Context: an optimization exercise on an open-source flow, tuned for small area. The choices shown serve that exercise and are no tape-out recipe. RTL that was checked went through simulation tests only; none was proved equivalent to the original. No activity file was given, so power comes from the tool's default toggle rates.

the baseline:
==> flow/design.v (excerpt) <==
module debug_controller #(
    parameter BAUD = 625000,  
    parameter CLK_RATE = 10,  
    parameter TIMEOUT  = 1    
    )(
    input logic clk,
    input logic rst,
    input logic srx,
    output logic stx,
    input logic [31:0] pc,
    input logic mcu_busy,
    input logic [31:0] d_rd,
    input logic error,
    output logic [31:0] d_in,
    output logic [31:0] addr,
    output logic pause,
    output logic resume,
    output logic reset,
    output logic reg_rd,
    output logic reg_wr,
    output logic mem_rd,
    output logic mem_wr,
    output logic [1:0] mem_size,
    output logic valid
);
Size: ~1800 cells after synthesis, about 490 flip-flops, ~19000 um2 of cells after synthesis.
clock: 7.0 ns
lec_check: 0
cap_margin: 20
core_margin: 2
core_utilization: 40
slew_margin: 20
standard.sh (not shown) runs the stock make flow with config.mk's settings and CLKGATE_MAP_FILE= SYNTH_SCRIPT=/design/flow/synth_recipe.tcl, a recipe that flattens the netlist after the stock synthesis.
==> flow/flow/run.sh <==
#!/bin/bash
set -euo pipefail
export BUFFER_PORTS_ARGS="-buffer_cell sky130_fd_sc_hd__buf_1"
export CTS_ARGS="-sink_clustering_enable -repair_clock_nets -dont_use_dummy_load -sink_clustering_size 25 -sink_clustering_max_diameter 80 -buf_list {sky130_fd_sc_hd__clkbuf_16}"
bash standard.sh > flow.log 2>&1
The baseline did not stop at any stage, and its layout met the timing, design-rule and antenna checks.
### the baseline -> the candidate
-- flow/design.v --
<<< the baseline, line 231
    wire        a_ld  = (ss == S_WAIT_ADDR) && rdy;
    wire        a_inc = (ss == S_PROG_WR);
    wire [29:0] a_nx  = r_addr[31:2] + 30'd1;
    always_ff @(posedge clk) begin
        if (rst || a_clr)  r_addr <= 0;
>>> the candidate, line 231
    wire        a_ld  = (ss == S_WAIT_ADDR) && rdy;
    wire        a_inc = (ss == S_PROG_WR);
    logic [29:0] a_nx;
    logic [30:0] a_cy;
    always_comb begin
        a_cy[0] = 1'b1;
        for (int i = 0; i < 30; i++) begin
            a_nx[i]   = r_addr[i+2] ^ a_cy[i];
            a_cy[i+1] = r_addr[i+2] & a_cy[i];
        end
    end
    always_ff @(posedge clk) begin
        if (rst || a_clr)  r_addr <= 0;
Results
- Detailed-routing wirelength on met1 (the candidate vs. the baseline) decreases by a few percent
- On arrival time of data at the critical path endpoint: the candidate sits above the baseline.
- Diff the baseline -> the candidate: overall via count from detail_route lost 501, core region area lost about 1.7%, post-detailed-placement half-perimeter wirelength lost 1800 um, proportion of power drawn by the clock network lost 0.9 points, ratio of routed vias to standard cells lost 0.041.
- Floorplan check, the candidate vs the baseline: die outline smaller in the candidate
No run of this note included a check of the RTL's function; only the layout flow was run.

--- another note on this design; it stands on its own ---

Setup of the reference run:
Design debug_controller, start of the top module:
module debug_controller #(
    parameter BAUD = 625000,  
    parameter CLK_RATE = 10,  
    parameter TIMEOUT  = 1    
    )(
    input logic clk,
    input logic rst,
    input logic srx,
    output logic stx,
    input logic [31:0] pc,
    input logic mcu_busy,
    input logic [31:0] d_rd,
    input logic error,
    output logic [31:0] d_in,
    output logic [31:0] addr,
    output logic pause,
    output logic resume,
    output logic reset,
    output logic reg_rd,
    output logic reg_wr,
    output logic mem_rd,
    output logic mem_wr,
    output logic [1:0] mem_size,
    output logic valid
);
==> flow/config.mk <==
export PLATFORM = sky130hd
export DESIGN_NAME = debug_controller
export DESIGN_NICKNAME = debug_controller
export VERILOG_FILES = /design/flow/design.v
export SDC_FILE = /design/flow/constraint.sdc
export NUM_CORES = 4
export LEC_CHECK = 0
export CAP_MARGIN = 20
export CORE_MARGIN = 2
export CORE_UTILIZATION = 40
export SLEW_MARGIN = 20
==> flow/constraint.sdc <==
create_clock -name core_clock -period 7.0 [get_ports {clk}]
set_input_delay 1.4000 -clock core_clock [delete_from_list [all_inputs] [get_ports {clk}]]
set_output_delay 1.4000 -clock core_clock [all_outputs]
set_load 0.01 [all_outputs]
standard.sh (not shown) runs the stock make flow with config.mk's settings and CLKGATE_MAP_FILE= SYNTH_SCRIPT=/design/flow/synth_recipe.tcl, a recipe that flattens the netlist after the stock synthesis.
==> flow/flow/run.sh <==
#!/bin/bash
set -euo pipefail
export BUFFER_PORTS_ARGS="-buffer_cell sky130_fd_sc_hd__buf_1"
export CTS_ARGS="-sink_clustering_enable -repair_clock_nets -dont_use_dummy_load -sink_clustering_size 7 -sink_clustering_max_diameter 30 -buf_list {sky130_fd_sc_hd__clkbuf_2 sky130_fd_sc_hd__clkbuf_4}"
bash standard.sh > flow.log 2>&1
Input-level comparison between the trial run and the reference run:
- CORE_UTILIZATION changed from 40 to 55
==> flow/flow/run.sh <==
#!/bin/bash
set -euo pipefail
here=$(pwd)
export BUFFER_PORTS_ARGS="-buffer_cell sky130_fd_sc_hd__buf_1"
export CTS_ARGS="-sink_clustering_enable -repair_clock_nets -dont_use_dummy_load -sink_clustering_size 10 -sink_clustering_max_diameter 40 -buf_list {sky130_fd_sc_hd__clkbuf_4}"
{
  echo "proc abc {args} {"
  echo "  set i [lsearch \$args -script]"
  echo "  if {\$i >= 0} { set args [lreplace \$args [expr {\$i + 1}] [expr {\$i + 1}] $here/flow/area.script] }"
  echo "  yosys abc {*}\$args"
  echo "}"
  cat synth_recipe.tcl
} > flow_synth.tcl
sed "s|SYNTH_SCRIPT=[^ ]*|SYNTH_SCRIPT=$here/flow_synth.tcl|" standard.sh > flow_standard.sh
grep -q "SYNTH_SCRIPT=$here/flow_synth.tcl" flow_standard.sh
bash flow_standard.sh > flow.log 2>&1
==> flow/flow/area.script (new file) <==
&get -n
&st
&syn2
&dch -f
&nf -R 1000
&st
&syn2
&dch -f
&nf -R 1000
&st
&dch -f
&nf -R 1000
&put
The trial run and the reference run all finish clean.
In the trial run, placer's final routability congestion estimate is higher than in the reference run.
From the reference run to the trial run the numbers moved as follows: wire length of the first global-routing pass now sits lower, overall power after layout -about 5.6%, fraction of the mapped netlist area in compound gates has increased.

-- re-timing with driven ports --
The results above use ideal ports. As a check the final layouts listed here were re-extracted and re-timed, cells and wires unchanged. Step 1 sets driving cells, clkbuf_16 on the clock port and buf_2 on the other inputs (assumed; they add their load-dependent delay and slew). Step 2 also shifts input and output timing later by t, the mid clock arrival at the registers, as if the neighbouring blocks saw the same clock. Slacks: ideal ports / drivers / drivers and shift; pairs: ideal ports / drivers.
run | t, ns | setup WS [ns] | hold slack, ns | worst setup path at the end | worst register clock-pin slew, ns
the baseline | 0.618 | 2.907 / 2.932 / 2.314 | 0.350 / 0.350 / 0.350 | input to register | 0.10 / 0.10
the candidate | 0.625 | 1.062 / 1.062 / 1.062 | 0.347 / 0.347 / 0.347 | register to register | 0.11 / 0.11
the reference run | 0.803 | 0.655 / 0.655 / 0.655 | 0.295 / 0.295 / 0.295 | register to register | 0.08 / 0.08
the trial run | 0.794 | 0.474 / 0.474 / 0.474 | 0.314 / 0.314 / 0.314 | register to register | 0.11 / 0.11
After both steps every run listed still meets setup and hold. The setup slack of the baseline, which loses most, moves by +0.025 ns with the drivers and by -0.593 ns with both steps.
